What follows belongs to an exercise in optimizing a design on an open flow for small area; a production flow would make more cautious choices.
The RTL was checked by simulation tests, not by an equivalence proof against the original design.
Power is estimated from default activity; no workload was simulated.

==> run E: inputs <==
==> flow/design.v (excerpt) <==
module space
(
	input wire clk, reset,
	input wire led1, led2, led3,
	output wire hsync, vsync,
	output wire [2:0] rgb,
	output wire [7:0] leds
	);
Settings: LEC_CHECK=0, CAP_MARGIN=20, CORE_MARGIN=2, CORE_UTILIZATION=70, SLEW_MARGIN=20; clock period 20.0 ns.
run.sh (not shown) runs the stock make flow with config.mk's settings and CLKGATE_MAP_FILE= SYNTH_SCRIPT=/design/flow/synth_recipe.tcl, a recipe that flattens the netlist after the stock synthesis.
==> run F: changes against run E <==
==> flow/design.v (replaced) <==
module sync
	(
		output h_sync, v_sync, video_on, p_tick, tick,
		output [9:0] pixel_x, pixel_y,
		input clk, reset
	);
	reg       mod2_reg;
	reg [9:0] h_reg, v_reg;
	reg       h_sync_reg, v_sync_reg;
	wire h_end = h_reg[9] & h_reg[8] & (&h_reg[4:0]);
	wire v_end = v_reg[9] & v_reg[3] & v_reg[2];
	always @(posedge clk)
		if (reset) begin
			mod2_reg   <= 1'b0;
			h_reg      <= 10'd0;
			v_reg      <= 10'd0;
			h_sync_reg <= 1'b0;
			v_sync_reg <= 1'b0;
		end else begin
			mod2_reg <= ~mod2_reg;
			if (mod2_reg)
				h_reg <= h_end ? 10'd0 : h_reg + 10'd1;
			if (mod2_reg & h_end)
				v_reg <= v_end ? 10'd0 : v_reg + 10'd1;
			h_sync_reg <= (h_reg >= 10'd656) && (h_reg <= 10'd751);
			v_sync_reg <= (v_reg == 10'd513) || (v_reg == 10'd514);
		end
	assign h_sync   = h_sync_reg;
	assign v_sync   = v_sync_reg;
	assign video_on = (h_reg < 10'd640) && (v_reg < 10'd480);
	assign p_tick   = mod2_reg;
	assign tick     = (h_reg == 10'd0);
	assign pixel_x  = h_reg;
	assign pixel_y  = v_reg;
endmodule
module wall
	(
		input wire reset, clk, tick,
		input wire [9:0] pix_x, pix_y,
		input wire ledleft, ledright, fire,
		output wire border, ball, bull, bull_show,
		output wire [8:0] ux,
		output wire [7:0] uy
	);
	localparam [1:0] reset_s = 2'b00, idle = 2'b01, shoot = 2'b10;
	reg [8:0] bx_reg, ux_reg;
	reg [7:0] uy_reg;
	reg [1:0] st_reg;
	always @(posedge clk)
		if (reset)
			bx_reg <= 9'd157;
		else if (tick) begin
			if (~ledright && bx_reg < 9'd310)
				bx_reg <= bx_reg + 9'd1;
			else if (~ledleft && bx_reg != 9'd0)
				bx_reg <= bx_reg - 9'd1;
		end
	always @(posedge clk)
		if (reset) begin
			st_reg <= idle;
			ux_reg <= 9'd157;
			uy_reg <= 8'd232;
		end else begin
			case (st_reg)
				idle: begin
					ux_reg <= bx_reg;
					if (~fire) st_reg <= shoot;
				end
				shoot: begin
					if (tick) uy_reg <= uy_reg - 8'd1;
					if (uy_reg <= 8'd5) st_reg <= reset_s;
				end
				default: begin
					ux_reg <= bx_reg;
					uy_reg <= 8'd232;
					st_reg <= idle;
				end
			endcase
		end
	wire [10:0] px = {1'b0, pix_x};
	wire [10:0] py = {1'b0, pix_y};
	wire [10:0] ball_l = {1'b0, bx_reg, 1'b1};
	wire [10:0] bull_l = {1'b0, ux_reg, 1'b1} + 11'd3;
	wire [10:0] bull_b = {2'b0, uy_reg, 1'b0};
	assign border = (pix_x <= 10'd2) || (pix_x >= 10'd637) || (pix_y <= 10'd2) || (pix_y >= 10'd477);
	assign ball = (pix_y >= 10'd465) && (pix_y <= 10'd477) && (ball_l <= px) && (px <= ball_l + 11'd9);
	assign bull = (bull_b - 11'd5 <= py) && (py <= bull_b) && (bull_l <= px) && (px <= bull_l + 11'd3);
	assign bull_show = st_reg[1];
	assign ux = ux_reg;
	assign uy = uy_reg;
endmodule
module obs
	(
		input wire reset, clk, tick,
		input wire [9:0] pix_x, pix_y,
		input wire [8:0] ux,
		input wire [7:0] uy,
		output wire obs_any,
		output wire gamewin,
		output wire gameover
	);
	reg [14:0] t_reg;
	reg [7:0] ps;
	reg [7:0] dc;
	wire [14:0] t_next = t_reg + {14'd0, tick};
	wire [10:0] off0 = t_reg[12:2];
	wire [10:0] off1 = t_reg[13:3];
	wire [10:0] off2 = t_reg[14:4];
	wire [10:0] py = {1'b0, pix_y};
	wire [10:0] by = {2'b0, uy, 1'b0};
	function crossed_f(input [10:0] off);
		reg [10:0] y2n;
		begin
			y2n = off + 11'd40;
			crossed_f = (y2n >= 11'd475);
		end
	endfunction
	function draw_f(input [10:0] off, input [10:0] y);
		reg [10:0] y1n, y2n;
		begin
			y1n = off + 11'd20;
			y2n = off + 11'd40;
			draw_f = (y1n <= y) && (y <= y2n);
		end
	endfunction
	function col_f(input [10:0] off, input [10:0] y);
		reg [10:0] y1n, y2n;
		begin
			y1n = off + 11'd20;
			y2n = off + 11'd40;
			col_f = (y1n < y) && (y < y2n);
		end
	endfunction
	wire [2:0] dy = {draw_f(off2, py), draw_f(off1, py), draw_f(off0, py)};
	wire [2:0] cy = {col_f(off2, by), col_f(off1, by), col_f(off0, by)};
	wire [2:0] fx = {crossed_f(t_next[14:4]), crossed_f(t_next[13:3]), crossed_f(t_next[12:2])};
	wire [7:0] dx, cx;
	assign dx[0] = (pix_x >= 10'd20)  && (pix_x <= 10'd80);
	assign dx[1] = (pix_x >= 10'd100) && (pix_x <= 10'd160);
	assign dx[2] = (pix_x >= 10'd180) && (pix_x <= 10'd240);
	assign dx[3] = (pix_x >= 10'd260) && (pix_x <= 10'd320);
	assign dx[4] = (pix_x >= 10'd340) && (pix_x <= 10'd400);
	assign dx[5] = (pix_x >= 10'd420) && (pix_x <= 10'd460);
	assign dx[6] = (pix_x >= 10'd480) && (pix_x <= 10'd540);
	assign dx[7] = (pix_x >= 10'd560) && (pix_x <= 10'd620);
	assign cx[0] = (ux >= 9'd10)  && (ux <= 9'd39);
	assign cx[1] = (ux >= 9'd50)  && (ux <= 9'd79);
	assign cx[2] = (ux >= 9'd90)  && (ux <= 9'd119);
	assign cx[3] = (ux >= 9'd130) && (ux <= 9'd159);
	assign cx[4] = (ux >= 9'd170) && (ux <= 9'd199);
	assign cx[5] = (ux >= 9'd210) && (ux <= 9'd229);
	assign cx[6] = (ux >= 9'd240) && (ux <= 9'd269);
	assign cx[7] = (ux >= 9'd280) && (ux <= 9'd309);
	localparam [15:0] GRP = {2'd2, 2'd0, 2'd1, 2'd0, 2'd1, 2'd2, 2'd1, 2'd0};
	wire [7:0] col, drw, fxo;
	genvar i;
	generate
		for (i = 0; i < 8; i = i + 1) begin : g
			assign col[i] = cx[i] & cy[GRP[2*i +: 2]];
			assign drw[i] = dx[i] & dy[GRP[2*i +: 2]];
			assign fxo[i] = fx[GRP[2*i +: 2]];
		end
	endgenerate
	always @(posedge clk)
		if (reset) begin
			t_reg <= 15'd0;
			ps <= 8'hff;
			dc <= 8'h00;
		end else begin
			t_reg <= t_next;
			ps <= ps & ~col;
			dc <= (ps & fxo) | (~ps & dc);
		end
	assign obs_any = |(drw & ps);
	assign gamewin = ~|ps;
	assign gameover = |dc;
endmodule
module space
(
	input wire clk, reset,
	input wire led1, led2, led3,
	output wire hsync, vsync,
	output wire [2:0] rgb,
	output wire [7:0] leds
	);
	wire [9:0] pixel_x, pixel_y;
	wire pixel_tick, video_on, tick;
	wire border, ball, bull, bull_show;
	wire [8:0] ux;
	wire [7:0] uy;
	wire obs_any, gamewin, gameover;
	wire rst = ~reset;
	reg [2:0] rgb_reg;
	reg [2:0] rgb_next;
	sync vga
	(.clk(clk), .reset(rst), .h_sync(hsync), .v_sync(vsync), .video_on(video_on), .p_tick(pixel_tick), .tick(tick), .pixel_x(pixel_x), .pixel_y(pixel_y));
	wall wallins
	(.reset(rst), .clk(clk), .tick(tick), .pix_x(pixel_x), .pix_y(pixel_y), .ledleft(led2), .ledright(led1), .fire(led3),
	 .border(border), .ball(ball), .bull(bull), .bull_show(bull_show), .ux(ux), .uy(uy));
	obs obsins
	(.reset(rst), .clk(clk), .tick(tick), .pix_x(pixel_x), .pix_y(pixel_y), .ux(ux), .uy(uy),
	 .obs_any(obs_any), .gamewin(gamewin), .gameover(gameover));
	assign leds = {{4{led1}}, {4{led2}}};
	always @(*)
		if (~video_on)        rgb_next = 3'b000;
		else if (gamewin)     rgb_next = 3'b010;
		else if (gameover)    rgb_next = 3'b100;
		else if (border)      rgb_next = 3'b111;
		else if (ball)        rgb_next = 3'b110;
		else if (bull)        rgb_next = bull_show ? 3'b100 : 3'b000;
		else if (obs_any)     rgb_next = 3'b111;
		else                  rgb_next = 3'b000;
	always @(posedge clk)
		if (pixel_tick)
			rgb_reg <= rgb_next;
	assign rgb = rgb_reg;
endmodule
- ABC_AREA: unset -> 1
- CORE_UTILIZATION: 70 -> 65
==> comparison table <==
item                                                                                                            run E                       run F
Outcome                                                                                                finished clean              finished clean
Post-synthesis xor/xnor area fraction                                                                          0.0259                      0.0537
P per Cell Area                                                                                           60.0 nW/um2                 69.4 nW/um2
Slack of the critical path                                                                                   10790 ps                    10890 ps
Maximum number of pins on one net before global-route repair                                                       79                          36
Met1 Wirelength                                                                                               6.53 mm                     13.7 mm
CTS root buffer                                                                             sky130_fd_sc_hd__clkbuf_8  sky130_fd_sc_hd__clkbuf_16
Number of flip-flops and latches                                                                                   88                          85
Multi-input gate area in the final layout                                                                    4200 um2                    7800 um2
Synthesized Nets                                                                                                  797                        1795
Hold Startpoint                                                                        wallins.ux_reg[0]$_SDFFE_PN1N_     obsins.ps[3]$_SDFF_PN1_
Register-to-register path setup slack                                                                        12970 ps                    15970 ps
Clock-pin slew reported for the worst setup and hold paths after clock tree synthesis                          100 ps                       70 ps
Slew headroom                                                                                                   0.245                       0.313
Cell count after synthesis                                                                                        704                        1584
Fin Clk Skew                                                                                                  15.9 ps                     11.0 ps
Vias in the first global route                                                                                   5246                        9954
Length of routed met2 wiring                                                                                  6.94 mm                     13.7 mm

separate check: timing with driven ports:
No port has a modelled driver above. Below, the same layouts with a new extraction and two added sets of constraints.
Step 1 (the two cells are an assumption about what drives the block):
set clk [get_ports {clk}]
set_driving_cell -lib_cell sky130_fd_sc_hd__clkbuf_16 $clk
set_driving_cell -lib_cell sky130_fd_sc_hd__buf_2 [delete_from_list [all_inputs] $clk]
Step 2 also shifts input and output timing later by t, the mid clock arrival at the registers, as if the neighbouring blocks saw the same clock.
Three values: ideal, step 1, step 2; two values: the first two.
| run | t (ns) | setup WS [ns] | worst setup path at the end |
|---|---|---|---|
| run E | 0.397 | 10.793 / 10.768 / 10.768 | input to output |
| run F | 0.397 | 10.891 / 10.856 / 10.856 | input to output |
After both steps setup and hold are still met in every run listed. For run F, which loses most, drivers alone change the setup slack by -0.035 ns; drivers and shift together by -0.035 ns.
